What follows belongs to an exercise in optimizing a design on an open flow for small area; a production flow would make more cautious choices. Only simulation tests tie the RTL to the original design; equivalence was not proved. Power is estimated from default activity; no workload was simulated.

==> inputs of branch sierra <==
==> flow/design.v <==
module fifo (clk,reset,renb,wenb,din,dout,empty,full);
  input logic clk, reset;
  input logic renb, wenb;
  input logic [7:0] din;
  output logic [7:0] dout;
  output logic empty, full;
  logic [7:0] mem[16];
  logic [3:0] rp;
  logic rd, wr;
  assign rd = renb & ~empty;
  assign wr = wenb & ~full & ~rd;
  assign full = ~empty & (&rp);
  always @(posedge clk) begin
    rp    <= (rp + {rd, rd, rd, rd | wr}) | {4{reset}};
    empty <= reset | (rd & (rp == 4'd0)) | (empty & ~wr);
  end
  logic [7:0] rdata;
  always_comb begin
    rdata = 8'b0;
    for (int k = 0; k < 16; k++)
      rdata = rdata | ({8{~reset && rp == k}} & mem[k]);
  end
  always @(posedge clk) begin
    if (rd | reset) dout <= rdata;
  end
  integer i;
  always @(posedge clk) begin
    if (wr) begin
      mem[0] <= din;
      for (i = 1; i < 16; i = i + 1) mem[i] <= mem[i-1];
    end
  end
endmodule
==> flow/flow/run.sh <==
#!/bin/bash
# The standard layout with three changes:
#  - synthesis maps logic with area-oriented ABC scripts (flow/synth.tcl);
#  - clock tree of small clock buffers without dummy loads;
#  - minimum-size port buffers.
# Each make run writes its full output to its own log file here.
set -euo pipefail
work=$(pwd)
export OWN_FLOW_DIR=$work/flow
export OWN_FLOW_WORK=$work
export FLOW_SYNTH_TCL=$work/synth_recipe.tcl
export CTS_ARGS="-sink_clustering_enable -repair_clock_nets -dont_use_dummy_load -buf_list sky130_fd_sc_hd__clkbuf_4"
export BUFFER_PORTS_ARGS="-buffer_cell sky130_fd_sc_hd__buf_1"
export RECOVER_POWER=100
sed "s#SYNTH_SCRIPT=[^ ]*#SYNTH_SCRIPT=$work/flow/synth.tcl#" standard.sh > own_standard.sh
grep -q "SYNTH_SCRIPT=$work/flow/synth.tcl" own_standard.sh
bash own_standard.sh synth > make_synth.log 2>&1
bash own_standard.sh finish > make_finish.log 2>&1
==> flow/flow/abc1.abc <==
strash
&get -n
&st
&dch
&nf -R 1000
&put
strash
&get -n
&st
&dch
&nf -R 1000
&put
==> flow/flow/abc2.abc <==
strash
&get -n
&st
&dc2
&dch -f
&nf -R 2000
&put
==> flow/flow/abc3.abc <==
strash
balance
rewrite
refactor
balance
rewrite
rewrite -z
balance
refactor -z
rewrite -z
balance
&get -n
&st
&dch
&nf -R 1000
&put
==> flow/flow/abc4.abc <==
strash
dch
amap
topo
==> flow/flow/synth.tcl <==
# The standard synthesis (synth_recipe.tcl, sourced unchanged) with one
# difference: Yosys's abc call maps the logic with each of the area-oriented
# ABC scripts flow/abc*.abc in turn and keeps the mapping with the smallest
# cell area.
proc abc {args} {
  set i [lsearch -exact $args -script]
  set lib [lindex $args [expr {[lsearch -exact $args -liberty] + 1}]]
  yosys design -save my_pre_abc
  set best ""
  set best_area 1e18
  foreach s [lsort [glob $::env(OWN_FLOW_DIR)/abc*.abc]] {
    yosys design -load my_pre_abc
    set a $args
    lset a [expr {$i + 1}] $s
    yosys abc {*}$a
    yosys tee -q -o $::env(OWN_FLOW_WORK)/abc_try.txt stat -liberty $lib
    set f [open $::env(OWN_FLOW_WORK)/abc_try.txt]
    set txt [read $f]
    close $f
    regexp {Chip area for module[^:]*:\s*([0-9.]+)} $txt -> area
    puts "abc script $s: area $area"
    if { $area < $best_area } {
      set best_area $area
      set best $s
    }
  }
  puts "abc script chosen: $best (area $best_area)"
  yosys design -load my_pre_abc
  lset args [expr {$i + 1}] $best
  yosys abc {*}$args
}
source $::env(FLOW_SYNTH_TCL)
==> flow/standard.sh <==
#!/bin/bash
# synth_recipe.tcl (not shown) runs the flow's synth.tcl, then flattens the netlist and writes it again
# the make line also repeats each setting of config.mk as NAME=value (left out here)
make -C /OpenROAD-flow-scripts/flow DESIGN_CONFIG=/design/flow/config.mk WORK_HOME=/design/flow/orfs CLKGATE_MAP_FILE= SYNTH_SCRIPT=/design/flow/synth_recipe.tcl "${@:-finish}"
==> flow/config.mk <==
export PLATFORM = sky130hd
export DESIGN_NAME = fifo
export DESIGN_NICKNAME = fifo
export VERILOG_FILES = /design/flow/design.v
export SDC_FILE = /design/flow/constraint.sdc
export NUM_CORES = 4
export LEC_CHECK = 0
export CAP_MARGIN = 5
export CORE_MARGIN = 2
export CORE_UTILIZATION = 40
export PLACE_DENSITY = 0.6
export SLEW_MARGIN = 5
==> flow/constraint.sdc <==
create_clock -name core_clock -period 5.0 [get_ports {clk}]
set_input_delay 1.0000 -clock core_clock [delete_from_list [all_inputs] [get_ports {clk}]]
set_output_delay 1.0000 -clock core_clock [all_outputs]
set_load 0.01 [all_outputs]
==> branch cedar (differences from branch sierra) <==
==> flow/design.v (replaced) <==
module fifo (clk,reset,renb,wenb,din,dout,empty,full);
  input logic clk, reset;
  input logic renb, wenb;
  input logic [7:0] din;
  output logic [7:0] dout;
  output logic empty, full;
  integer i;
  logic [7:0] mem[16];
  logic [4:0] rpr, wpr;
  always @(posedge clk) begin
    if (reset) begin
      rpr  <= 5'b0;
      wpr <= 5'b0;
    end else if (renb && ~empty) begin
      rpr <= rpr + 1;
    end else if (wenb && ~full) begin
      wpr <= wpr + 1;
    end
  end
  always @(posedge clk) begin
    if (reset) begin
      for (i = 0; i < 16; i = i + 1) begin
        mem[i]   <= 8'b0;
        dout <= 8'b0;
      end
    end else begin
      if (renb && ~empty) dout <= mem[rpr[3:0]];
      else if (wenb && ~full) mem[wpr[3:0]] <= din;
    end
  end
  assign empty = (rpr == wpr);
  assign full  = (rpr == {~wpr[4], wpr[3:0]});
endmodule
==> flow/run.sh (new file) <==
#!/bin/bash
# synth_recipe.tcl (not shown) runs the flow's synth.tcl, then flattens the netlist and writes it again
# the make line also repeats each setting of config.mk as NAME=value (left out here)
make -C /OpenROAD-flow-scripts/flow DESIGN_CONFIG=/design/flow/config.mk WORK_HOME=/design/flow/orfs CLKGATE_MAP_FILE= SYNTH_SCRIPT=/design/flow/synth_recipe.tcl finish
--- a/flow/config.mk
+++ b/flow/config.mk
@@ -7,3 +7,3 @@
 export LEC_CHECK = 0
-export CAP_MARGIN = 5
+export CAP_MARGIN = 20
 export CORE_MARGIN = 2
@@ -11,2 +11,2 @@
 export PLACE_DENSITY = 0.6
-export SLEW_MARGIN = 5
+export SLEW_MARGIN = 20
removed: flow/flow/run.sh
removed: flow/flow/abc1.abc
removed: flow/flow/abc2.abc
removed: flow/flow/abc3.abc
removed: flow/flow/abc4.abc
removed: flow/flow/synth.tcl
removed: flow/standard.sh
==> notes.md <==
- Of branch cedar and branch sierra, branch cedar has the higher core utilization (gap 1.6 points).
- Worst hold slack: branch cedar is better than branch sierra (27 ps).
- In branch cedar the combinational power is higher than in branch sierra, by about 130%.
- Register-to-register slack is about the same in branch sierra and branch cedar.

## separate check: timing with driven ports
No port has a modelled driver above. Below, the same layouts with a new extraction and two added sets of constraints. Step 1, drivers: a clkbuf_16 drives clk and a buf_2 each remaining input, both assumed. Step 2 adds t to the input delays and takes it off the output delays; t is the mean of the earliest and latest rising clock arrival at the registers after step 1. Input paths then give back, and output paths get back, about the clock's delay inside the block. a / b / c = ideal ports / drivers / drivers and shift; a / b = the first two.
run | shift t [ns] | setup slack, ns | worst hold slack (ns)
branch sierra | 0.532 | 2.147 / 2.147 / 1.652 | 0.427 / 0.427 / 0.427
branch cedar | 0.467 | 1.923 / 1.881 / 1.472 | 0.454 / 0.454 / 0.454
After both steps every run listed still meets setup and hold. For branch sierra, which loses most, drivers alone change the setup slack by 0.000 ns; drivers and shift together by -0.495 ns.
